Source: an optimization exercise on an open RTL-to-GDS flow (aim: small area). Production flows keep margins and buffers that such runs may drop. Only simulation tests tie the RTL to the original design; equivalence was not proved. No activity file was given, so power comes from the tool's default toggle rates.

$ cat config.mk
export PLATFORM = sky130hd
export DESIGN_NAME = FULLCONNBLOCK_L2
export DESIGN_NICKNAME = FULLCONNBLOCK_L2
export VERILOG_FILES = /design/flow/design.v
export SDC_FILE = /design/flow/constraint.sdc
export NUM_CORES = 4
export LEC_CHECK = 0
export CAP_MARGIN = 20
export CORE_MARGIN = 2
export CORE_UTILIZATION = 40
export SLEW_MARGIN = 20
$ cat constraint.sdc
create_clock -name core_clock -period 10.0 [get_ports {CLK}]
set_input_delay 2.0000 -clock core_clock [delete_from_list [all_inputs] [get_ports {CLK}]]
set_output_delay 2.0000 -clock core_clock [all_outputs]
set_load 0.01 [all_outputs]
$ cat design.v
module M_AND(EN,IN,OUT);
parameter N = 3;  
input [N-1:0] IN;
input EN;
output OUT; 
wire OUT_temp;
wire [N-3:0] Temp;
and Ustart (Temp[0],IN[0],IN[1]);		 
genvar n;
generate 
	case (N)
		1: begin
				assign OUT_temp = IN[0];
		   end
		2: begin
				and U_single(OUT_temp,IN[0],IN[1]);
		   end
		default: begin
					assign OUT_temp = Temp[N-3]&IN[N-1];
					for (n=0; n<(N-3);n=n+1) begin : COR1 
						and U (Temp[n+1],Temp[n],IN[n+2]);
					end
				end
	endcase
endgenerate
assign OUT = (EN) ? OUT_temp : 1'b0;
endmodule
module M_OR(EN,IN,OUT);
parameter N = 3;  
input [N-1:0] IN;
input EN;
output OUT; 
wire OUT_temp;
wire [N-3:0] Temp;
or Ustart (Temp[0],IN[0],IN[1]);		 
genvar n;
generate 
	case (N)
		1: begin
				assign OUT_temp = IN[0];
		   end
		2: begin
				or U_single(OUT_temp,IN[0],IN[1]);
		   end
		default: begin
					assign OUT_temp = Temp[N-3]|IN[N-1];
					for (n=0; n<(N-3);n=n+1) begin : COR1 
						or U (Temp[n+1],Temp[n],IN[n+2]);
					end
				end
	endcase
endgenerate
assign OUT = (EN) ? OUT_temp : 1'b0;
endmodule
module M_SIDEADD #(parameter N_inputs = 3, NB_out = 3) (EN,IN,OUT);
input EN;
input [N_inputs -1:0] IN;
output [NB_out-1:0] OUT;
wire [NB_out-1:0] OUT_temp;
wire [NB_out-1:0] temp [N_inputs-1:0];
genvar n;
generate 
	case (N_inputs)
		1: begin
				assign OUT_temp = IN[0];
		   end
		2: begin
				assign OUT_temp = IN[0] + IN[1];
		   end
		default: begin
					assign temp[0] = IN[0];
					assign OUT_temp = temp[N_inputs-1][NB_out-1:0];
					for (n=1; n<(N_inputs);n=n+1) begin : TempAdd
						assign temp[n][NB_out-1:0] =  temp[n-1][NB_out-1:0] + IN[n];
					end
				end
	endcase
endgenerate
assign OUT = (EN) ? OUT_temp : 1'b0;
endmodule
module M_OR_CARRY #(parameter N = 3, N_CARRY = 2) (EN,IN,OUT,CARRY);
input [N-1:0] IN;
input EN;
output OUT;
output [N_CARRY-1:0] CARRY; 
wire OUT_temp;
wire [N-3:0] Temp;
wire [7:0] N_HIGH;
M_SIDEADD #(.N_inputs(N),.NB_out(8)) SIDEADD_CARRY(.EN(EN),.IN(IN),.OUT(N_HIGH));
or Ustart (Temp[0],IN[0],IN[1]);		 
genvar n;
generate 
	case (N)
		1: begin
				assign OUT_temp = IN[0];
		   end
		2: begin
				or U_single(OUT_temp,IN[0],IN[1]);
		   end
		default: begin
					assign OUT_temp = Temp[N-3]|IN[N-1];
					for (n=0; n<(N-3);n=n+1) begin : COR1 
						or U (Temp[n+1],Temp[n],IN[n+2]);
					end
				end
	endcase
endgenerate
assign OUT = (EN) ? OUT_temp : 1'b0;
generate 
	for (n=0; n<N_CARRY;n=n+1) begin : CARRY_THRESH 
		assign CARRY[n] = N_HIGH>n+1;
	end
endgenerate
endmodule
module NN_InputWeight_POLAR(a,alpha,SIGN_alpha,zp_pos,zp_neg);
input a,alpha,SIGN_alpha;
output zp_pos,zp_neg;
wire zp;
assign zp = a&alpha;
assign zp_pos = (SIGN_alpha) ? 1'b0 : zp;
assign zp_neg = (SIGN_alpha) ? zp : 1'b0;
endmodule
module SS_ADDSUB2_POS(CLK,INIT,IN,SIGN,OUT);
parameter N = 2;
parameter DIFFCOUNTER_SIZE = 2;
input CLK,INIT;
input [N-1:0] IN,SIGN;
output OUT;
wire INPUT_SUM_pos, INPUT_SUM_neg;
wire OUTPUT_pos, OUT;
wire COUNT_ACTIVE;
reg [DIFFCOUNTER_SIZE-1:0] DIFFCOUNT;
reg DIFFCOUNT_SIGN;
wire [DIFFCOUNTER_SIZE-1:0] DIFFCOUNT_LIMIT = 1'd0-1'd1;
wire [N-1:0] N_INPUTS_pos;
wire [N-1:0] N_INPUTS_neg;
assign INPUT_SUM_pos = (IN[0]&(~SIGN[0]))|(IN[1]&(~SIGN[1]));
assign INPUT_SUM_neg = (IN[0]&(SIGN[0]))|(IN[1]&(SIGN[1]));
assign OUTPUT_pos = INPUT_SUM_pos&(~INPUT_SUM_neg);
assign OUT = OUTPUT_pos;
endmodule
module SS_ADDSUB_CARRY_N #(parameter N=6, N_CARRY=2, DIFFCOUNTER_SIZE = 1, DIFFCOUNT_LOWERLIM = 0, OR_CALC = 2'b01, MUX_CALC = 2'b10, CALC_METHOD = OR_CALC) (CLK,INIT,IN,SIGN,R_condition,OUT,SIGN_out);
input CLK,INIT;
input [N-1:0] IN,SIGN;
input R_condition;
output reg OUT,SIGN_out;
wire INPUT_SUM_pos, INPUT_SUM_neg;
wire [N_CARRY-1:0] INPUT_CARRY_pos, INPUT_CARRY_neg;
wire OUTPUT_pos, OUTPUT_neg, OUT_temp;
reg [DIFFCOUNTER_SIZE-1:0] DIFFCOUNT;
reg DIFFCOUNT_SIGN;
wire [DIFFCOUNTER_SIZE-1:0] DIFFCOUNT_LIMIT = 1'd0-1'd1;
wire [N-1:0] N_INPUTS_pos;
wire [N-1:0] N_INPUTS_neg;
M_SIDEADD #(.N_inputs(N), .NB_out(N)) SIDEADDpos(.EN(1'b1),.IN(IN&(~SIGN)),.OUT(N_INPUTS_pos));
M_SIDEADD #(.N_inputs(N), .NB_out(N)) SIDEADDneg(.EN(1'b1),.IN(IN&(SIGN)),.OUT(N_INPUTS_neg));
wire EQUAL, INPUT_SIGN;
assign EQUAL = (N_INPUTS_pos==N_INPUTS_neg);
assign INPUT_SIGN = (R_condition) ?  (N_INPUTS_neg>=N_INPUTS_pos) : (N_INPUTS_neg>N_INPUTS_pos);
always @(posedge CLK) begin
	if (INIT) begin
		DIFFCOUNT_SIGN <= 1'b0; 
		DIFFCOUNT <= 1'b0;
	end else if (EQUAL) DIFFCOUNT <= DIFFCOUNT;
	else if ((!INPUT_SIGN)&(DIFFCOUNT_SIGN)&(DIFFCOUNT<N_INPUTS_pos)) begin  
		DIFFCOUNT_SIGN <= 1'b0;
		DIFFCOUNT <= N_INPUTS_pos; 
	end else if ((!INPUT_SIGN)&(DIFFCOUNT<DIFFCOUNT_LIMIT)&(!DIFFCOUNT_SIGN)) begin  
			DIFFCOUNT_SIGN <= DIFFCOUNT_SIGN;
			DIFFCOUNT <= DIFFCOUNT + 1'b1;
	end else if ((!INPUT_SIGN)&(!DIFFCOUNT_SIGN)) begin  
			DIFFCOUNT_SIGN <= DIFFCOUNT_SIGN;
			DIFFCOUNT <= DIFFCOUNT_LIMIT;
	end else if ((!INPUT_SIGN)&(DIFFCOUNT_SIGN)) begin  
			DIFFCOUNT_SIGN <= DIFFCOUNT_SIGN;
			DIFFCOUNT <= DIFFCOUNT - N_INPUTS_pos; 
	end else if ((INPUT_SIGN)&(!DIFFCOUNT_SIGN)&(DIFFCOUNT<N_INPUTS_neg)) begin  
			DIFFCOUNT_SIGN <= 1'b1;
			DIFFCOUNT <= N_INPUTS_neg; 
	end else if ((INPUT_SIGN)&(DIFFCOUNT<DIFFCOUNT_LIMIT)&(DIFFCOUNT_SIGN)) begin  
			DIFFCOUNT_SIGN <= DIFFCOUNT_SIGN;
			DIFFCOUNT <= DIFFCOUNT + 1'b1; 
	end else if ((INPUT_SIGN)&(DIFFCOUNT_SIGN)) begin  
			DIFFCOUNT_SIGN <= DIFFCOUNT_SIGN;
			DIFFCOUNT <= DIFFCOUNT_LIMIT; 
	end else if ((INPUT_SIGN)&(!DIFFCOUNT_SIGN)) begin  
			DIFFCOUNT_SIGN <= DIFFCOUNT_SIGN;
			DIFFCOUNT <= DIFFCOUNT - N_INPUTS_neg; 
	end else begin 
			DIFFCOUNT_SIGN <= DIFFCOUNT_SIGN;
			DIFFCOUNT <= DIFFCOUNT;
	end
end
generate
	case(CALC_METHOD)
		OR_CALC : begin
			M_OR_CARRY #(.N(N), .N_CARRY(N_CARRY)) OR_pos(.EN(1'b1),.IN(IN&(~SIGN)),.OUT(INPUT_SUM_pos),.CARRY(INPUT_CARRY_pos));
			M_OR_CARRY #(.N(N), .N_CARRY(N_CARRY)) OR_neg(.EN(1'b1),.IN(IN&(SIGN)),.OUT(INPUT_SUM_neg),.CARRY(INPUT_CARRY_neg));
		end
		MUX_CALC : begin
			M_MUX_ADD #(.N(N)) MUX_pos(.EN(1'b1),.CLK(CLK),.IN(IN&(~SIGN)),.OUT(INPUT_SUM_pos));
			M_MUX_ADD #(.N(N)) MUX_neg(.EN(1'b1),.CLK(CLK),.IN(IN&(SIGN)),.OUT(INPUT_SUM_neg));
			assign INPUT_CARRY_pos = 1'b0;
			assign INPUT_CARRY_neg = 1'b0;
		end
		default	: begin
			M_OR_CARRY #(.N(N), .N_CARRY(N_CARRY)) OR_pos(.EN(1'b1),.IN(IN&(~SIGN)),.OUT(INPUT_SUM_pos),.CARRY(INPUT_CARRY_pos));
			M_OR_CARRY #(.N(N), .N_CARRY(N_CARRY)) OR_neg(.EN(1'b1),.IN(IN&(SIGN)),.OUT(INPUT_SUM_neg),.CARRY(INPUT_CARRY_neg));
		end
	endcase
endgenerate
assign OUTPUT_pos = INPUT_SUM_pos&(~INPUT_SUM_neg);
assign OUTPUT_neg = INPUT_SUM_neg&(~INPUT_SUM_pos);
assign OUT_temp = (SIGN_out) ? (OUTPUT_neg) : (OUTPUT_pos);
genvar n;
generate 
    case (N_CARRY)
		2 : begin
			always @(posedge CLK) begin
				if (INIT) begin
					OUT <= 1'b0;
					SIGN_out <= 1'b0;
				end	else if (INPUT_CARRY_pos[1]&INPUT_CARRY_neg[1]) begin
					OUT <= 1'b0;
					SIGN_out <= 1'b0;
				end else if (INPUT_CARRY_pos[1]&(~INPUT_CARRY_neg[1])) begin
					OUT <= 1'b1;
					SIGN_out <= 1'b0;
				end else if ((~INPUT_CARRY_pos[1])&INPUT_CARRY_neg[1]) begin
					OUT <= 1'b1;
					SIGN_out <= 1'b1;
				end else if (INPUT_CARRY_pos[0]&INPUT_CARRY_neg[0]) begin
					OUT <= 1'b0;
					SIGN_out <= 1'b0;
				end else if (INPUT_CARRY_pos[0]&(~INPUT_CARRY_neg[0])) begin
					OUT <= 1'b1;
					SIGN_out <= 1'b0;
				end else if ((~INPUT_CARRY_pos[0])&INPUT_CARRY_neg[0]) begin
					OUT <= 1'b1;
					SIGN_out <= 1'b1;
				end else if (DIFFCOUNT > (DIFFCOUNT_LOWERLIM)) begin
					OUT <= OUT_temp;
					SIGN_out <= DIFFCOUNT_SIGN;
				end else begin
					OUT <= 1'b0;
					SIGN_out <= SIGN_out;
				end
			end
		end
		3 : begin
			always @(posedge CLK) begin
				if (INIT) begin
					OUT <= 1'b0;
					SIGN_out <= 1'b0;
				end	else if (INPUT_CARRY_pos[2]&INPUT_CARRY_neg[2]) begin
					OUT <= 1'b0;
					SIGN_out <= 1'b0;
				end else if (INPUT_CARRY_pos[2]&(~INPUT_CARRY_neg[2])) begin
					OUT <= 1'b1;
					SIGN_out <= 1'b0;
				end else if ((~INPUT_CARRY_pos[2])&INPUT_CARRY_neg[2]) begin
					OUT <= 1'b1;
					SIGN_out <= 1'b1;
				end	else if (INPUT_CARRY_pos[1]&INPUT_CARRY_neg[1]) begin
					OUT <= 1'b0;
					SIGN_out <= 1'b0;
				end else if (INPUT_CARRY_pos[1]&(~INPUT_CARRY_neg[1])) begin
					OUT <= 1'b1;
					SIGN_out <= 1'b0;
				end else if ((~INPUT_CARRY_pos[1])&INPUT_CARRY_neg[1]) begin
					OUT <= 1'b1;
					SIGN_out <= 1'b1;
				end else if (INPUT_CARRY_pos[0]&INPUT_CARRY_neg[0]) begin
					OUT <= 1'b0;
					SIGN_out <= 1'b0;
				end else if (INPUT_CARRY_pos[0]&(~INPUT_CARRY_neg[0])) begin
					OUT <= 1'b1;
					SIGN_out <= 1'b0;
				end else if ((~INPUT_CARRY_pos[0])&INPUT_CARRY_neg[0]) begin
					OUT <= 1'b1;
					SIGN_out <= 1'b1;
				end else if (DIFFCOUNT > (DIFFCOUNT_LOWERLIM)) begin
					OUT <= OUT_temp;
					SIGN_out <= DIFFCOUNT_SIGN;
				end else begin
					OUT <= 1'b0;
					SIGN_out <= SIGN_out;
				end
			end
		end
		4 : begin
			always @(posedge CLK) begin
				if (INIT) begin
					OUT <= 1'b0;
					SIGN_out <= 1'b0;
				end	else if (INPUT_CARRY_pos[3]&INPUT_CARRY_neg[3]) begin
					OUT <= 1'b0;
					SIGN_out <= 1'b0;
				end else if (INPUT_CARRY_pos[3]&(~INPUT_CARRY_neg[3])) begin
					OUT <= 1'b1;
					SIGN_out <= 1'b0;
				end else if ((~INPUT_CARRY_pos[3])&INPUT_CARRY_neg[3]) begin
					OUT <= 1'b1;
					SIGN_out <= 1'b1;
				end	else if (INPUT_CARRY_pos[2]&INPUT_CARRY_neg[2]) begin
					OUT <= 1'b0;
					SIGN_out <= 1'b0;
				end else if (INPUT_CARRY_pos[2]&(~INPUT_CARRY_neg[2])) begin
					OUT <= 1'b1;
					SIGN_out <= 1'b0;
				end else if ((~INPUT_CARRY_pos[2])&INPUT_CARRY_neg[2]) begin
					OUT <= 1'b1;
					SIGN_out <= 1'b1;
				end	else if (INPUT_CARRY_pos[1]&INPUT_CARRY_neg[1]) begin
					OUT <= 1'b0;
					SIGN_out <= 1'b0;
				end else if (INPUT_CARRY_pos[1]&(~INPUT_CARRY_neg[1])) begin
					OUT <= 1'b1;
					SIGN_out <= 1'b0;
				end else if ((~INPUT_CARRY_pos[1])&INPUT_CARRY_neg[1]) begin
					OUT <= 1'b1;
					SIGN_out <= 1'b1;
				end else if (INPUT_CARRY_pos[0]&INPUT_CARRY_neg[0]) begin
					OUT <= 1'b0;
					SIGN_out <= 1'b0;
				end else if (INPUT_CARRY_pos[0]&(~INPUT_CARRY_neg[0])) begin
					OUT <= 1'b1;
					SIGN_out <= 1'b0;
				end else if ((~INPUT_CARRY_pos[0])&INPUT_CARRY_neg[0]) begin
					OUT <= 1'b1;
					SIGN_out <= 1'b1;
				end else if (DIFFCOUNT > (DIFFCOUNT_LOWERLIM)) begin
					OUT <= OUT_temp;
					SIGN_out <= DIFFCOUNT_SIGN;
				end else begin
					OUT <= 1'b0;
					SIGN_out <= SIGN_out;
				end
			end
		end
		8 : begin
			always @(posedge CLK) begin
				if (INIT) begin
					OUT <= 1'b0;
					SIGN_out <= 1'b0;
				end	else if (INPUT_CARRY_pos[7]&INPUT_CARRY_neg[7]) begin
					OUT <= 1'b0;
					SIGN_out <= 1'b0;
				end else if (INPUT_CARRY_pos[7]&(~INPUT_CARRY_neg[7])) begin
					OUT <= 1'b1;
					SIGN_out <= 1'b0;
				end else if ((~INPUT_CARRY_pos[7])&INPUT_CARRY_neg[7]) begin
					OUT <= 1'b1;
					SIGN_out <= 1'b1;
				end	else if (INPUT_CARRY_pos[6]&INPUT_CARRY_neg[6]) begin
					OUT <= 1'b0;
					SIGN_out <= 1'b0;
				end else if (INPUT_CARRY_pos[6]&(~INPUT_CARRY_neg[6])) begin
					OUT <= 1'b1;
					SIGN_out <= 1'b0;
				end else if ((~INPUT_CARRY_pos[6])&INPUT_CARRY_neg[6]) begin
					OUT <= 1'b1;
					SIGN_out <= 1'b1;
				end	else if (INPUT_CARRY_pos[5]&INPUT_CARRY_neg[5]) begin
					OUT <= 1'b0;
					SIGN_out <= 1'b0;
				end else if (INPUT_CARRY_pos[5]&(~INPUT_CARRY_neg[5])) begin
					OUT <= 1'b1;
					SIGN_out <= 1'b0;
				end else if ((~INPUT_CARRY_pos[5])&INPUT_CARRY_neg[5]) begin
					OUT <= 1'b1;
					SIGN_out <= 1'b1;
				end	else if (INPUT_CARRY_pos[4]&INPUT_CARRY_neg[4]) begin
					OUT <= 1'b0;
					SIGN_out <= 1'b0;
				end else if (INPUT_CARRY_pos[4]&(~INPUT_CARRY_neg[4])) begin
					OUT <= 1'b1;
					SIGN_out <= 1'b0;
				end else if ((~INPUT_CARRY_pos[4])&INPUT_CARRY_neg[4]) begin
					OUT <= 1'b1;
					SIGN_out <= 1'b1;
				end	else if (INPUT_CARRY_pos[3]&INPUT_CARRY_neg[3]) begin
					OUT <= 1'b0;
					SIGN_out <= 1'b0;
				end else if (INPUT_CARRY_pos[3]&(~INPUT_CARRY_neg[3])) begin
					OUT <= 1'b1;
					SIGN_out <= 1'b0;
				end else if ((~INPUT_CARRY_pos[3])&INPUT_CARRY_neg[3]) begin
					OUT <= 1'b1;
					SIGN_out <= 1'b1;
				end	else if (INPUT_CARRY_pos[2]&INPUT_CARRY_neg[2]) begin
					OUT <= 1'b0;
					SIGN_out <= 1'b0;
				end else if (INPUT_CARRY_pos[2]&(~INPUT_CARRY_neg[2])) begin
					OUT <= 1'b1;
					SIGN_out <= 1'b0;
				end else if ((~INPUT_CARRY_pos[2])&INPUT_CARRY_neg[2]) begin
					OUT <= 1'b1;
					SIGN_out <= 1'b1;
				end	else if (INPUT_CARRY_pos[1]&INPUT_CARRY_neg[1]) begin
					OUT <= 1'b0;
					SIGN_out <= 1'b0;
				end else if (INPUT_CARRY_pos[1]&(~INPUT_CARRY_neg[1])) begin
					OUT <= 1'b1;
					SIGN_out <= 1'b0;
				end else if ((~INPUT_CARRY_pos[1])&INPUT_CARRY_neg[1]) begin
					OUT <= 1'b1;
					SIGN_out <= 1'b1;
				end else if (INPUT_CARRY_pos[0]&INPUT_CARRY_neg[0]) begin
					OUT <= 1'b0;
					SIGN_out <= 1'b0;
				end else if (INPUT_CARRY_pos[0]&(~INPUT_CARRY_neg[0])) begin
					OUT <= 1'b1;
					SIGN_out <= 1'b0;
				end else if ((~INPUT_CARRY_pos[0])&INPUT_CARRY_neg[0]) begin
					OUT <= 1'b1;
					SIGN_out <= 1'b1;
				end else if (DIFFCOUNT > (DIFFCOUNT_LOWERLIM)) begin
					OUT <= OUT_temp;
					SIGN_out <= DIFFCOUNT_SIGN;
				end else begin
					OUT <= 1'b0;
					SIGN_out <= SIGN_out;
				end
			end
		end
		default : begin
			always @(posedge CLK) begin
				if (INIT) begin
					OUT <= 1'b0;
					SIGN_out <= 1'b0;
				end	else if (INPUT_CARRY_pos[1]&INPUT_CARRY_neg[1]) begin
					OUT <= 1'b0;
					SIGN_out <= 1'b0;
				end else if (INPUT_CARRY_pos[1]&(~INPUT_CARRY_neg[1])) begin
					OUT <= 1'b1;
					SIGN_out <= 1'b0;
				end else if ((~INPUT_CARRY_pos[1])&INPUT_CARRY_neg[1]) begin
					OUT <= 1'b1;
					SIGN_out <= 1'b1;
				end else if (INPUT_CARRY_pos[0]&INPUT_CARRY_neg[0]) begin
					OUT <= 1'b0;
					SIGN_out <= 1'b0;
				end else if (INPUT_CARRY_pos[0]&(~INPUT_CARRY_neg[0])) begin
					OUT <= 1'b1;
					SIGN_out <= 1'b0;
				end else if ((~INPUT_CARRY_pos[0])&INPUT_CARRY_neg[0]) begin
					OUT <= 1'b1;
					SIGN_out <= 1'b1;
				end else if (DIFFCOUNT > (DIFFCOUNT_LOWERLIM)) begin
					OUT <= OUT_temp;
					SIGN_out <= DIFFCOUNT_SIGN;
				end else begin
					OUT <= 1'b0;
					SIGN_out <= SIGN_out;
				end
			end
		end
	endcase
endgenerate
endmodule
module SS_RERANDOMIZER(CLK,INIT,IN,OUT);
parameter N = 3;  
input CLK, INIT;
input IN;
output reg [N-1:0] OUT;
always @(posedge CLK) begin
	if (INIT) OUT <= 1'b0;
	else OUT <= {OUT[N-2:0],IN};
end
endmodule
module NN_ZOFFSET(CLK,INIT,z,SIGN_z,d,zd);
input CLK,INIT;
input z, SIGN_z, d;
output zd;
SS_ADDSUB2_POS ADDSUB0(.CLK(CLK), .INIT(INIT), .IN({z,d}), .SIGN({SIGN_z,1'b0}), .OUT(zd));
endmodule
module BURST(IN,OUT,INIT_STATE,CLK,EN,INIT);
parameter MEMSIZE = 6;
input IN;
input INIT_STATE;
input CLK, EN, INIT;  
output reg OUT;
reg MODE;  
reg [MEMSIZE-1:0] MEM;
wire MEMsig1,MEMsig0;
M_AND AND0(.EN(1'b1),.IN(~MEM),.OUT(MEMsig0));
defparam AND0.N = MEMSIZE;
M_AND AND1(.EN(1'b1),.IN(MEM),.OUT(MEMsig1));
defparam AND1.N = MEMSIZE;
always @(posedge CLK) begin
	if (INIT) begin 
		OUT <= INIT_STATE;
		MODE <= INIT_STATE;
		MEM <= INIT_STATE;
	end
	else if (!EN) begin  
		OUT <= OUT;
		MODE <= MODE;
		MEM <= MEM;
	end
	else if ((MODE==1'b1)&(IN==1'b1)) begin  
		OUT <= 1'b1;
		MODE <= MODE;
		MEM <= {MEM[MEMSIZE-2:0],IN};
	end 
	else if ((MODE==1'b0)&(IN==1'b0)) begin  
		OUT <= 1'b0;
		MODE <= MODE;
		MEM <= {MEM[MEMSIZE-2:0],IN};
	end
	else if ((MODE==1'b1)&(IN==1'b0)&(MEMsig0==1'b0)) begin  
		OUT <= 1'b1;
		MODE <= MODE;
		MEM <= {MEM[MEMSIZE-2:0],IN};
	end
	else if ((MODE==1'b0)&(IN==1'b1)&(MEMsig1==1'b0)) begin  
		OUT <= 1'b0;
		MODE <= MODE;
		MEM <= {MEM[MEMSIZE-2:0],IN};
	end
	else if ((MODE==1'b1)&(IN==1'b0)&(MEMsig0==1'b1)) begin  
		OUT <= 1'b0;
		MODE <= 1'b0;
		MEM <= {MEM[MEMSIZE-2:0],IN};
	end
	else if ((MODE==1'b0)&(IN==1'b1)&(MEMsig1==1'b1)) begin  
		OUT <= 1'b1;
		MODE <= 1'b1;
		MEM <= {MEM[MEMSIZE-2:0],IN};
	end
end
endmodule
module NN_BGCluster(IN,OUT,INIT_STATE,CLK,INIT);
parameter MEMSIZE = 16;
parameter Ngates = 3;
input IN;
input INIT_STATE;
input CLK, INIT;
output reg OUT;
wire [Ngates-1:0] OUTburst; 
wire CLK0,CLK1,CLK2;
reg [2:0] CLKcounter;
assign CLK0 = (CLKcounter == 3'd0);
assign CLK1 = (CLKcounter == 3'd1);
assign CLK2 = (CLKcounter == 3'd2);
BURST BURST0(.IN(IN),.OUT(OUTburst[0]),.INIT_STATE(INIT_STATE),.CLK(CLK),.EN(CLK0),.INIT(INIT));
defparam BURST0.MEMSIZE = MEMSIZE;
BURST BURST1(.IN(IN),.OUT(OUTburst[1]),.INIT_STATE(INIT_STATE),.CLK(CLK),.EN(CLK1),.INIT(INIT));
defparam BURST1.MEMSIZE = MEMSIZE;
BURST BURST2(.IN(IN),.OUT(OUTburst[2]),.INIT_STATE(INIT_STATE),.CLK(CLK),.EN(CLK2),.INIT(INIT));
defparam BURST2.MEMSIZE = MEMSIZE;
always @(posedge CLK) begin
	if (INIT) CLKcounter <= 1'd0;
	else if (CLKcounter > (Ngates-1)) CLKcounter <= 1'd0;
	else CLKcounter <= CLKcounter + 1'b1;
end
always @(posedge CLK) begin
	if (INIT) OUT <= INIT_STATE;
	else if (OUTburst[0]&OUTburst[1]&OUTburst[2]) OUT <= 1'b1;
	else if (~OUTburst[0]&~OUTburst[1]&~OUTburst[2]) OUT <= 1'b0;
	else OUT <= OUT;
end
endmodule
module NN_BGPRIME(z,zp,CLK,INIT);
parameter MEMSIZE = 6;
input z;
input CLK, INIT;
output wire zp;
reg zp_temp;
reg [MEMSIZE-1:0] MEM;
wire [4-1:0] MEM_SUM;
M_SIDEADD SIDEADD0(.EN(1'b1),.IN(MEM),.OUT(MEM_SUM));
defparam SIDEADD0.N_inputs = MEMSIZE;
defparam SIDEADD0.NB_out = 4;
always @(posedge CLK) begin
	if (INIT) begin 
		zp_temp <= 1'b0;
		MEM <= 1'b0;
	end
	else if (MEM_SUM<8'd3) begin
		zp_temp <= 1'b0;
		MEM <= {MEM[MEMSIZE-2:0],z};
	end
	else if (MEM_SUM>8'd5) begin
		zp_temp <= 1'b0;
		MEM <= {MEM[MEMSIZE-2:0],z};
	end
	else begin  
		zp_temp <= 1'b1;
		MEM <= {MEM[MEMSIZE-2:0],z};
	end
end
assign zp = zp_temp;
endmodule
module NN_NODE_BGPOLAR(a,alpha,beta,SIGN_alpha,SIGN_beta,z,a_out,d,INIT_STATE,r,CLK,INIT);
parameter ACT_F_BGCLUSTER = 3'b001,ACT_F_BG = 3'b010,ACT_F_RELU = 3'b100 ;
parameter ACT_F = ACT_F_BGCLUSTER;
parameter N = 4;
parameter MEMSIZE = 3;
input CLK, INIT;
input [N-1:0] a,alpha;
input [N-1:0] SIGN_alpha;
input SIGN_beta;
input beta;
input d;
input INIT_STATE;
input r;
output a_out,z;
wire [N-1:0] zp_pos;
wire [N-1:0] zp_neg;
wire z_pos,z_neg,z_temp,SIGN_z;
genvar n;
generate 
	for (n=0; n<N;n=n+1) begin : NN0
		NN_InputWeight_POLAR NN (.a(a[n]),.alpha(alpha[n]),.SIGN_alpha(SIGN_alpha[n]), .zp_pos(zp_pos[n]), .zp_neg(zp_neg[n]));
	end
endgenerate
M_OR OR0_pos(.EN(1'b1),.IN({zp_pos,beta&(~SIGN_beta)}),.OUT(z_pos));
defparam OR0_pos.N = N+1;
M_OR OR0_neg(.EN(1'b1),.IN({zp_neg,beta&(SIGN_beta)}),.OUT(z_neg));
defparam OR0_neg.N = N+1;
SS_ADDSUB_CARRY_N #(.N(N+1), .N_CARRY(2), .DIFFCOUNTER_SIZE(2), .DIFFCOUNT_LOWERLIM(1)) ADDSUB0(.CLK(CLK),.INIT(INIT),.IN({a&alpha,beta}),.SIGN({SIGN_alpha,SIGN_beta}),.R_condition(r),.OUT(z_temp),.SIGN_out(SIGN_z));
NN_ZOFFSET NN_ZOFFSET0(.CLK(CLK),.INIT(INIT),.z(z_temp),.SIGN_z(SIGN_z),.d(d),.zd(z));
generate
	case(ACT_F)
		ACT_F_BGCLUSTER : begin  
			NN_BGCluster BURST0(.IN(z),.OUT(a_out),.INIT_STATE(INIT_STATE),.CLK(CLK),.INIT(INIT));
			defparam BURST0.MEMSIZE = MEMSIZE;
		end 
		ACT_F_BG : begin  
			BURST BURST0(.IN(z),.OUT(a_out),.CLK(CLK),.EN(1'b1),.INIT_STATE(INIT_STATE),.INIT(INIT));
		end
		ACT_F_RELU : begin  
			NN_ReLU NN_ReLU0(.z(z), .SIGN_z(SIGN_z), .a(a_out), .CLK(CLK), .INIT(INIT));
		end
		default : begin  
			NN_BGCluster BURST0(.IN(z),.OUT(a_out),.INIT_STATE(INIT_STATE),.CLK(CLK),.INIT(INIT));
			defparam BURST0.MEMSIZE = MEMSIZE;
		end
	endcase
endgenerate
endmodule
module FULLCONNBLOCK_L2(
	a_input,
	a_MEM_ACTIVE,
	alpha_j_0, alpha_j_1, alpha_j_2, alpha_j_3, alpha_j_4, alpha_j_5, alpha_j_6, alpha_j_7, alpha_j_8, alpha_j_9, alpha_j_10, alpha_j_11, alpha_j_12, alpha_j_13, alpha_j_14, alpha_j_15,
	beta,
	SIGN_alpha_j_0, SIGN_alpha_j_1, SIGN_alpha_j_2, SIGN_alpha_j_3, SIGN_alpha_j_4, SIGN_alpha_j_5, SIGN_alpha_j_6, SIGN_alpha_j_7, SIGN_alpha_j_8, SIGN_alpha_j_9, SIGN_alpha_j_10, SIGN_alpha_j_11, SIGN_alpha_j_12, SIGN_alpha_j_13, SIGN_alpha_j_14, SIGN_alpha_j_15,
	SIGN_beta,
	z,
	zp,
	a_out,
	R_FPsource, zeroCenterSource,
	CLK, INIT, CLK_TRAINING_flag
);
parameter MEMSIZE = 3;
parameter DP_in = 8;
parameter DP_out = 16;
input wire [16 - 1:0] a_input;
input wire [16-1:0] a_MEM_ACTIVE;
input wire [16-1:0] alpha_j_0, alpha_j_1, alpha_j_2, alpha_j_3, alpha_j_4, alpha_j_5, alpha_j_6, alpha_j_7, alpha_j_8, alpha_j_9, alpha_j_10, alpha_j_11, alpha_j_12, alpha_j_13, alpha_j_14, alpha_j_15;
input wire [16-1:0] beta;
input wire [16-1:0] SIGN_alpha_j_0, SIGN_alpha_j_1, SIGN_alpha_j_2, SIGN_alpha_j_3, SIGN_alpha_j_4, SIGN_alpha_j_5, SIGN_alpha_j_6, SIGN_alpha_j_7, SIGN_alpha_j_8, SIGN_alpha_j_9, SIGN_alpha_j_10, SIGN_alpha_j_11, SIGN_alpha_j_12, SIGN_alpha_j_13, SIGN_alpha_j_14, SIGN_alpha_j_15;
input wire [16-1:0] SIGN_beta;
input wire R_FPsource, zeroCenterSource;
input wire CLK, INIT, CLK_TRAINING_flag;
output wire [16-1:0] z;
output wire [16-1:0] zp;
output wire [16-1:0] a_out;
wire [16-1:0] zeroCenter, R_FP;
SS_RERANDOMIZER RERANDOMIZER_zC(.CLK(CLK), .INIT(INIT), .IN(zeroCenterSource), .OUT(zeroCenter));
defparam RERANDOMIZER_zC.N = 16; 
SS_RERANDOMIZER RERANDOMIZER_FP(.CLK(CLK), .INIT(INIT), .IN(R_FPsource), .OUT(R_FP));
defparam RERANDOMIZER_FP.N = 16; 
NN_NODE_BGPOLAR NODE_0(.a(a_input), .alpha(alpha_j_0), .beta(beta[0]), .SIGN_alpha(SIGN_alpha_j_0), .SIGN_beta(SIGN_beta[0]), .z(z[0]), .d(zeroCenter[0]), .r(R_FP[0]), .a_out(a_out[0]), .INIT_STATE(a_MEM_ACTIVE[0]), .CLK(CLK), .INIT(INIT | CLK_TRAINING_flag));  
NN_NODE_BGPOLAR NODE_1(.a(a_input), .alpha(alpha_j_1), .beta(beta[1]), .SIGN_alpha(SIGN_alpha_j_1), .SIGN_beta(SIGN_beta[1]), .z(z[1]), .d(zeroCenter[1]), .r(R_FP[1]), .a_out(a_out[1]), .INIT_STATE(a_MEM_ACTIVE[1]), .CLK(CLK), .INIT(INIT | CLK_TRAINING_flag));  
NN_NODE_BGPOLAR NODE_2(.a(a_input), .alpha(alpha_j_2), .beta(beta[2]), .SIGN_alpha(SIGN_alpha_j_2), .SIGN_beta(SIGN_beta[2]), .z(z[2]), .d(zeroCenter[2]), .r(R_FP[2]), .a_out(a_out[2]), .INIT_STATE(a_MEM_ACTIVE[2]), .CLK(CLK), .INIT(INIT | CLK_TRAINING_flag));  
NN_NODE_BGPOLAR NODE_3(.a(a_input), .alpha(alpha_j_3), .beta(beta[3]), .SIGN_alpha(SIGN_alpha_j_3), .SIGN_beta(SIGN_beta[3]), .z(z[3]), .d(zeroCenter[3]), .r(R_FP[3]), .a_out(a_out[3]), .INIT_STATE(a_MEM_ACTIVE[3]), .CLK(CLK), .INIT(INIT | CLK_TRAINING_flag));  
NN_NODE_BGPOLAR NODE_4(.a(a_input), .alpha(alpha_j_4), .beta(beta[4]), .SIGN_alpha(SIGN_alpha_j_4), .SIGN_beta(SIGN_beta[4]), .z(z[4]), .d(zeroCenter[4]), .r(R_FP[4]), .a_out(a_out[4]), .INIT_STATE(a_MEM_ACTIVE[4]), .CLK(CLK), .INIT(INIT | CLK_TRAINING_flag));  
NN_NODE_BGPOLAR NODE_5(.a(a_input), .alpha(alpha_j_5), .beta(beta[5]), .SIGN_alpha(SIGN_alpha_j_5), .SIGN_beta(SIGN_beta[5]), .z(z[5]), .d(zeroCenter[5]), .r(R_FP[5]), .a_out(a_out[5]), .INIT_STATE(a_MEM_ACTIVE[5]), .CLK(CLK), .INIT(INIT | CLK_TRAINING_flag));  
NN_NODE_BGPOLAR NODE_6(.a(a_input), .alpha(alpha_j_6), .beta(beta[6]), .SIGN_alpha(SIGN_alpha_j_6), .SIGN_beta(SIGN_beta[6]), .z(z[6]), .d(zeroCenter[6]), .r(R_FP[6]), .a_out(a_out[6]), .INIT_STATE(a_MEM_ACTIVE[6]), .CLK(CLK), .INIT(INIT | CLK_TRAINING_flag));  
NN_NODE_BGPOLAR NODE_7(.a(a_input), .alpha(alpha_j_7), .beta(beta[7]), .SIGN_alpha(SIGN_alpha_j_7), .SIGN_beta(SIGN_beta[7]), .z(z[7]), .d(zeroCenter[7]), .r(R_FP[7]), .a_out(a_out[7]), .INIT_STATE(a_MEM_ACTIVE[7]), .CLK(CLK), .INIT(INIT | CLK_TRAINING_flag));  
NN_NODE_BGPOLAR NODE_8(.a(a_input), .alpha(alpha_j_8), .beta(beta[8]), .SIGN_alpha(SIGN_alpha_j_8), .SIGN_beta(SIGN_beta[8]), .z(z[8]), .d(zeroCenter[8]), .r(R_FP[8]), .a_out(a_out[8]), .INIT_STATE(a_MEM_ACTIVE[8]), .CLK(CLK), .INIT(INIT | CLK_TRAINING_flag));  
NN_NODE_BGPOLAR NODE_9(.a(a_input), .alpha(alpha_j_9), .beta(beta[9]), .SIGN_alpha(SIGN_alpha_j_9), .SIGN_beta(SIGN_beta[9]), .z(z[9]), .d(zeroCenter[9]), .r(R_FP[9]), .a_out(a_out[9]), .INIT_STATE(a_MEM_ACTIVE[9]), .CLK(CLK), .INIT(INIT | CLK_TRAINING_flag));  
NN_NODE_BGPOLAR NODE_10(.a(a_input), .alpha(alpha_j_10), .beta(beta[10]), .SIGN_alpha(SIGN_alpha_j_10), .SIGN_beta(SIGN_beta[10]), .z(z[10]), .d(zeroCenter[10]), .r(R_FP[10]), .a_out(a_out[10]), .INIT_STATE(a_MEM_ACTIVE[10]), .CLK(CLK), .INIT(INIT | CLK_TRAINING_flag));  
NN_NODE_BGPOLAR NODE_11(.a(a_input), .alpha(alpha_j_11), .beta(beta[11]), .SIGN_alpha(SIGN_alpha_j_11), .SIGN_beta(SIGN_beta[11]), .z(z[11]), .d(zeroCenter[11]), .r(R_FP[11]), .a_out(a_out[11]), .INIT_STATE(a_MEM_ACTIVE[11]), .CLK(CLK), .INIT(INIT | CLK_TRAINING_flag));  
NN_NODE_BGPOLAR NODE_12(.a(a_input), .alpha(alpha_j_12), .beta(beta[12]), .SIGN_alpha(SIGN_alpha_j_12), .SIGN_beta(SIGN_beta[12]), .z(z[12]), .d(zeroCenter[12]), .r(R_FP[12]), .a_out(a_out[12]), .INIT_STATE(a_MEM_ACTIVE[12]), .CLK(CLK), .INIT(INIT | CLK_TRAINING_flag));  
NN_NODE_BGPOLAR NODE_13(.a(a_input), .alpha(alpha_j_13), .beta(beta[13]), .SIGN_alpha(SIGN_alpha_j_13), .SIGN_beta(SIGN_beta[13]), .z(z[13]), .d(zeroCenter[13]), .r(R_FP[13]), .a_out(a_out[13]), .INIT_STATE(a_MEM_ACTIVE[13]), .CLK(CLK), .INIT(INIT | CLK_TRAINING_flag));  
NN_NODE_BGPOLAR NODE_14(.a(a_input), .alpha(alpha_j_14), .beta(beta[14]), .SIGN_alpha(SIGN_alpha_j_14), .SIGN_beta(SIGN_beta[14]), .z(z[14]), .d(zeroCenter[14]), .r(R_FP[14]), .a_out(a_out[14]), .INIT_STATE(a_MEM_ACTIVE[14]), .CLK(CLK), .INIT(INIT | CLK_TRAINING_flag));  
NN_NODE_BGPOLAR NODE_15(.a(a_input), .alpha(alpha_j_15), .beta(beta[15]), .SIGN_alpha(SIGN_alpha_j_15), .SIGN_beta(SIGN_beta[15]), .z(z[15]), .d(zeroCenter[15]), .r(R_FP[15]), .a_out(a_out[15]), .INIT_STATE(a_MEM_ACTIVE[15]), .CLK(CLK), .INIT(INIT | CLK_TRAINING_flag));  
defparam NODE_0.N = 16;
defparam NODE_0.MEMSIZE = MEMSIZE;
defparam NODE_1.N = 16;
defparam NODE_1.MEMSIZE = MEMSIZE;
defparam NODE_2.N = 16;
defparam NODE_2.MEMSIZE = MEMSIZE;
defparam NODE_3.N = 16;
defparam NODE_3.MEMSIZE = MEMSIZE;
defparam NODE_4.N = 16;
defparam NODE_4.MEMSIZE = MEMSIZE;
defparam NODE_5.N = 16;
defparam NODE_5.MEMSIZE = MEMSIZE;
defparam NODE_6.N = 16;
defparam NODE_6.MEMSIZE = MEMSIZE;
defparam NODE_7.N = 16;
defparam NODE_7.MEMSIZE = MEMSIZE;
defparam NODE_8.N = 16;
defparam NODE_8.MEMSIZE = MEMSIZE;
defparam NODE_9.N = 16;
defparam NODE_9.MEMSIZE = MEMSIZE;
defparam NODE_10.N = 16;
defparam NODE_10.MEMSIZE = MEMSIZE;
defparam NODE_11.N = 16;
defparam NODE_11.MEMSIZE = MEMSIZE;
defparam NODE_12.N = 16;
defparam NODE_12.MEMSIZE = MEMSIZE;
defparam NODE_13.N = 16;
defparam NODE_13.MEMSIZE = MEMSIZE;
defparam NODE_14.N = 16;
defparam NODE_14.MEMSIZE = MEMSIZE;
defparam NODE_15.N = 16;
defparam NODE_15.MEMSIZE = MEMSIZE;
NN_BGPRIME BGPRIME_0(.z(z[0]), .zp(zp[0]), .CLK(CLK), .INIT(INIT));
NN_BGPRIME BGPRIME_1(.z(z[1]), .zp(zp[1]), .CLK(CLK), .INIT(INIT));
NN_BGPRIME BGPRIME_2(.z(z[2]), .zp(zp[2]), .CLK(CLK), .INIT(INIT));
NN_BGPRIME BGPRIME_3(.z(z[3]), .zp(zp[3]), .CLK(CLK), .INIT(INIT));
NN_BGPRIME BGPRIME_4(.z(z[4]), .zp(zp[4]), .CLK(CLK), .INIT(INIT));
NN_BGPRIME BGPRIME_5(.z(z[5]), .zp(zp[5]), .CLK(CLK), .INIT(INIT));
NN_BGPRIME BGPRIME_6(.z(z[6]), .zp(zp[6]), .CLK(CLK), .INIT(INIT));
NN_BGPRIME BGPRIME_7(.z(z[7]), .zp(zp[7]), .CLK(CLK), .INIT(INIT));
NN_BGPRIME BGPRIME_8(.z(z[8]), .zp(zp[8]), .CLK(CLK), .INIT(INIT));
NN_BGPRIME BGPRIME_9(.z(z[9]), .zp(zp[9]), .CLK(CLK), .INIT(INIT));
NN_BGPRIME BGPRIME_10(.z(z[10]), .zp(zp[10]), .CLK(CLK), .INIT(INIT));
NN_BGPRIME BGPRIME_11(.z(z[11]), .zp(zp[11]), .CLK(CLK), .INIT(INIT));
NN_BGPRIME BGPRIME_12(.z(z[12]), .zp(zp[12]), .CLK(CLK), .INIT(INIT));
NN_BGPRIME BGPRIME_13(.z(z[13]), .zp(zp[13]), .CLK(CLK), .INIT(INIT));
NN_BGPRIME BGPRIME_14(.z(z[14]), .zp(zp[14]), .CLK(CLK), .INIT(INIT));
NN_BGPRIME BGPRIME_15(.z(z[15]), .zp(zp[15]), .CLK(CLK), .INIT(INIT));
endmodule
$ cat run.sh
#!/bin/bash
# synth_recipe.tcl (not shown) runs the flow's synth.tcl, then flattens the netlist and writes it again
# the make line also repeats each setting of config.mk as NAME=value (left out here)
make -C /OpenROAD-flow-scripts/flow DESIGN_CONFIG=/design/flow/config.mk WORK_HOME=/design/flow/orfs CLKGATE_MAP_FILE= SYNTH_SCRIPT=/design/flow/synth_recipe.tcl finish
==> impl_results.md <==
- Critical path arrival: about 8.4 ns
- Worst slew pin tran: around 1.2 ns
- Clock latency (worst-skew pair): around 0.66 ns
- Fin nets: 9,897
- Initial antenna violation count: approximately 40
- Power density cells: 181.3 mW/mm2
- Final Routed Wirelength: just under 200 mm
- Synth-to-Final Area Change: 16.69%
- RSZ-0062 raised after global routing: false
- Worst path cell trace: buf_2 > buf_4 > nand2_1 > or2_2 > inv_1 > ha_1 > inv_1 > fa_1 > fa_1 > fa_1 > inv_1 > fa_1 > ha_1 > fa_1 > xnor2_1 > ha_1 > nand2_1 > or2_2 > o221ai_1 > nor4bb_1 > a21oi_1 > o311ai_0 > o22ai_1
- Max FFs per register: 16
- Die ar.: 0.1642 mm2
- Setup-failing EPs final: 0
- Primary FF master, synth: dfxtp_1
- Fin crit share: between 70% and 80%
- Post-Synth XOR/XNOR Area: under 10%
- Sequential Power Share: 19.9%
- Ys Warns: 8
- Routed vias/inst: 5.302
- Detailed Route Iter0 Violations: 3,496
- First-pass GRT wire length: 303.6 mm
- Synth Instances: 7,163
- CP bufs+invs: 5
- Most frequent cells in the layout: 1,226 x inv_1, 848 x ha_1, 752 x fa_1
- FMAX: 127.4 MHz
- Reg clk slew, reported paths: 0.05 ns
- Worst Hold Class: reg2reg
- Psw: between 6 and 7 mW
- Mux cell area share after synthesis: about 1.5%
- Vias in the first global route: between 50,000 and 60,000
- Max_slew headroom: 20.71%
- Sequential share of the synthesized area: between 10% and 20%
- H-tree levels: 3
- Met2 usage: between 30% and 40%
- Setup CP Type: in2reg
- Post-route minimum period: 7.852 ns
- Critical Path RT: around 11 ns
- Cell Count, Final, Fillers Out: 9,950
- Comb pwr share: 60.7%
- Max cap viols: 0
- Setup_tns: 0 ns
- Die Ht: 405.2 um
- GRT Overall Usage: between 20% and 30%
- Pleak: 36.39 nW
- Slowest stage delay, CP: between 0.5 and 0.6 ns
- Clock power share: 19.3%
- Maximum VDD drop: 0.1353 mV
- Routed len/inst: 19.78 um
- Area post-placement: slightly above 0.07 mm2
- Grt met1 use: 31.73%
- Leading cell type in the layout, fill and taps excluded: inv_1
- ANT nets after route: 0
- Core ar.: ~0.16 mm2
- Most numerous cell on the critical path: fa_1
- Hold Vio Cnt, Final: 0
- CP max stage cell: o221ai_1
- Synthesized Nets: between 9,000 and 10,000
- CTS hold repair buffers: 0
- Share of cells above drive strength 1: 3.230%
- Die Wd: 405.2 um
- Pre-antenna DRT Iters: 6
- Worst Skew: roughly 0.028 ns
- CTS tree: yes
- Post-synth EDFFs: 160
- Synth Area in Adders: 39.87%
- Post-synthesis compound-gate area fraction: between 10% and 20%
- Post-route cell area: 0.07512 mm2
- Placed insts: 9,805
- GR met3 Demand/Resource: 4.655%
- Routability congestion estimate: 0.9815
- DR vias: around 53,000
- Clock buffer depth: 3
- Avg Synthesized Cell Area: ~9.0 um2
- R2R setup slack: 7.35 ns
- Crit. End Element: flip-flop
- Largest Register: RERANDOMIZER_zC.OUT
- Register bit total from synthesis: 527
- TritonCTS buffer count: about 70
- Largest net degree at the start of global routing: 115
- Total internal power: 7.607 mW
- Port Buffers: 628
- CP top delay family: adder cells
- Critical Path Fanout Max: 20
- Synth Cell Area: between 0.06 and 0.07 mm2
- Post-CTS setup buffer count: 0
- HPWL after detailed placement: 165.8 mm
- Site row count: 147
- Root buf cell: clkbuf_16
- I/O pin total: around 630
- Top Registers: RERANDOMIZER_zC.OUT x16, RERANDOMIZER_FP.OUT x15
- Cell variety after synth: 91
- DRC viols: 0
- Initial core utilization: between 40% and 50%
- Sw frac: 44.13%
- Slew Limit Fails: 0
- Crit path launch type: input pin
- Run status: timing/DRC/antenna clean
- Overall overflow remaining after global route: 0
- Post-CTS Resized: 0
- Post-synthesis simple-gate area fraction: about 20%
- CTS sink count: 527
- Async S/R FF share, synth: 0%
- Largest family of logic cells by synthesized area: adder cells
- Final core occ: 46.89%
- Global routing's busiest layer: met2
[synthesized netlist by cell type, drive strengths merged (21+ instances only)]
cell    number  area share (%)
nand3b     222             2.6
a41oi       50            0.68
and3       110             1.1
and2        48            0.47
a21oi      414             3.2
o41ai       49            0.67
nor2       397             2.3
nand2      463             2.7
nand2b     131             1.3
nor2b      274             2.7
a211oi      37            0.43
clkbuf     104            0.61
buf         81            0.83
mux2i       74             1.2
o21a        26            0.30
xor2        35            0.48
nor3       174             1.4
a31oi       61            0.59
o221ai      21            0.29
ha         848              16
o21ai      199             1.5
inv       1228             7.2
or2         46            0.45
nor4       120             1.2
a21o        55            0.64
fa         752              23
xnor2       53            0.72
nand3      250             2.0
nand4       85            0.83
or3         29            0.28
edfxtp     160             7.5
dfxtp      367              11
[power by group through the flow]
stage / Combinational, mW / Sequential, mW / Clock, mW
floorplan: 6.14 / 2.67 / 0
global placement: 7.92 / 2.76 / 0
detailed placement: 8.19 / 2.76 / 0
CTS: 8.24 / 2.72 / 2.73
global route: 9.42 / 2.76 / 2.80
finish: 8.27 / 2.72 / 2.63
[cells by family after synthesis]
kind of cell,after synthesis
fa+ha+maj,1600
simple gates,2409
compound gates,1035
flops,527
mux,91
xor+xnor,88
buf+inv,1413
[final timing paths]
| kind | to | start | depth (start not counted) |
|---|---|---|---|
| worst min-delay path | RERANDOMIZER_FP.OUT[4]$_SDFF_PP0_ | RERANDOMIZER_FP.OUT[3]$_SDFF_PP0_ | 1 |
| worst max register to register | BGPRIME_14.zp_temp$_SDFF_PP0_ | BGPRIME_14.MEM[0]$_SDFF_PP0_ | 9 |
| worst max-delay path | NODE_10.ADDSUB0.DIFFCOUNT[1]$_SDFFE_PN0P_ | a_input[0] | 23 |
| worst min register to register | RERANDOMIZER_FP.OUT[4]$_SDFF_PP0_ | RERANDOMIZER_FP.OUT[3]$_SDFF_PP0_ | 1 |
[layout make-up]
class                      count  area (um2)
multi-input combinational   5223       46710
antenna                       19       47.55
sequential                   527       12150
clock inverter                29       385.4
timing repair buffer         667        6525
fill                       15292       85080
inverter                    1228        4609
tap                         2160        2703
clock buffer                  97        1994
[routing by layer]
metal / wire, um / vias up / part of all wire (%)
met5: 165 / - / 0.084
met4: 7503 / 26 / 3.8
met3: 14120 / 312 / 7.2
met2: 88420 / 1645 / 45
met1: 86600 / 25706 / 44
li1: - / 25067 / -
[worst register-to-register path: stages (launching register included)]
cell,delay (ns)
dfxtp_1,0.33
fa_1,0.54
inv_1,0.05
fa_1,0.47
inv_1,0.04
ha_1,0.18
fa_1,0.49
nand2_1,0.05
mux2_2,0.25
nor2_1,0.16
[through the flow]
step | power [mW] | setup WS [ns] | hold WS [ns]
5_1_grt | 14.97 | 1.881 | 0.4594
6_report | 13.62 | 2.148 | 0.4336
4_1_cts | 13.69 | 2.277 | 0.4375
2_1_floorplan | 8.813 | 2.179 | 0.4138
3_5_place_dp | 10.95 | 1.566 | 0.4255
3_3_place_gp | 10.67 | 1.708 | 0.4219

## port drivers added, routing unchanged
Ports are ideal in the flow. The routed layout listed here was re-timed in OpenROAD. Step 1: set_driving_cell puts a clkbuf_16 on CLK and a buf_2 on each other input, an assumption about the parent block. Step 2 adds t to the input delays and takes it off the output delays; t is the mean of the earliest and latest rising clock arrival at the registers after step 1. Input paths then give back, and output paths get back, about the clock's delay inside the block. a / b / c = ideal / step 1 / step 2; a / b = the first two.
t, ns: 0.737
setup slack, ns: 2.148 / 2.215 / 1.478
clock arrival spread, ns: 0.030 / 0.030
After both steps this run still meets setup and hold. For this run, drivers alone change the setup slack by +0.067 ns; drivers and shift together by -0.670 ns.
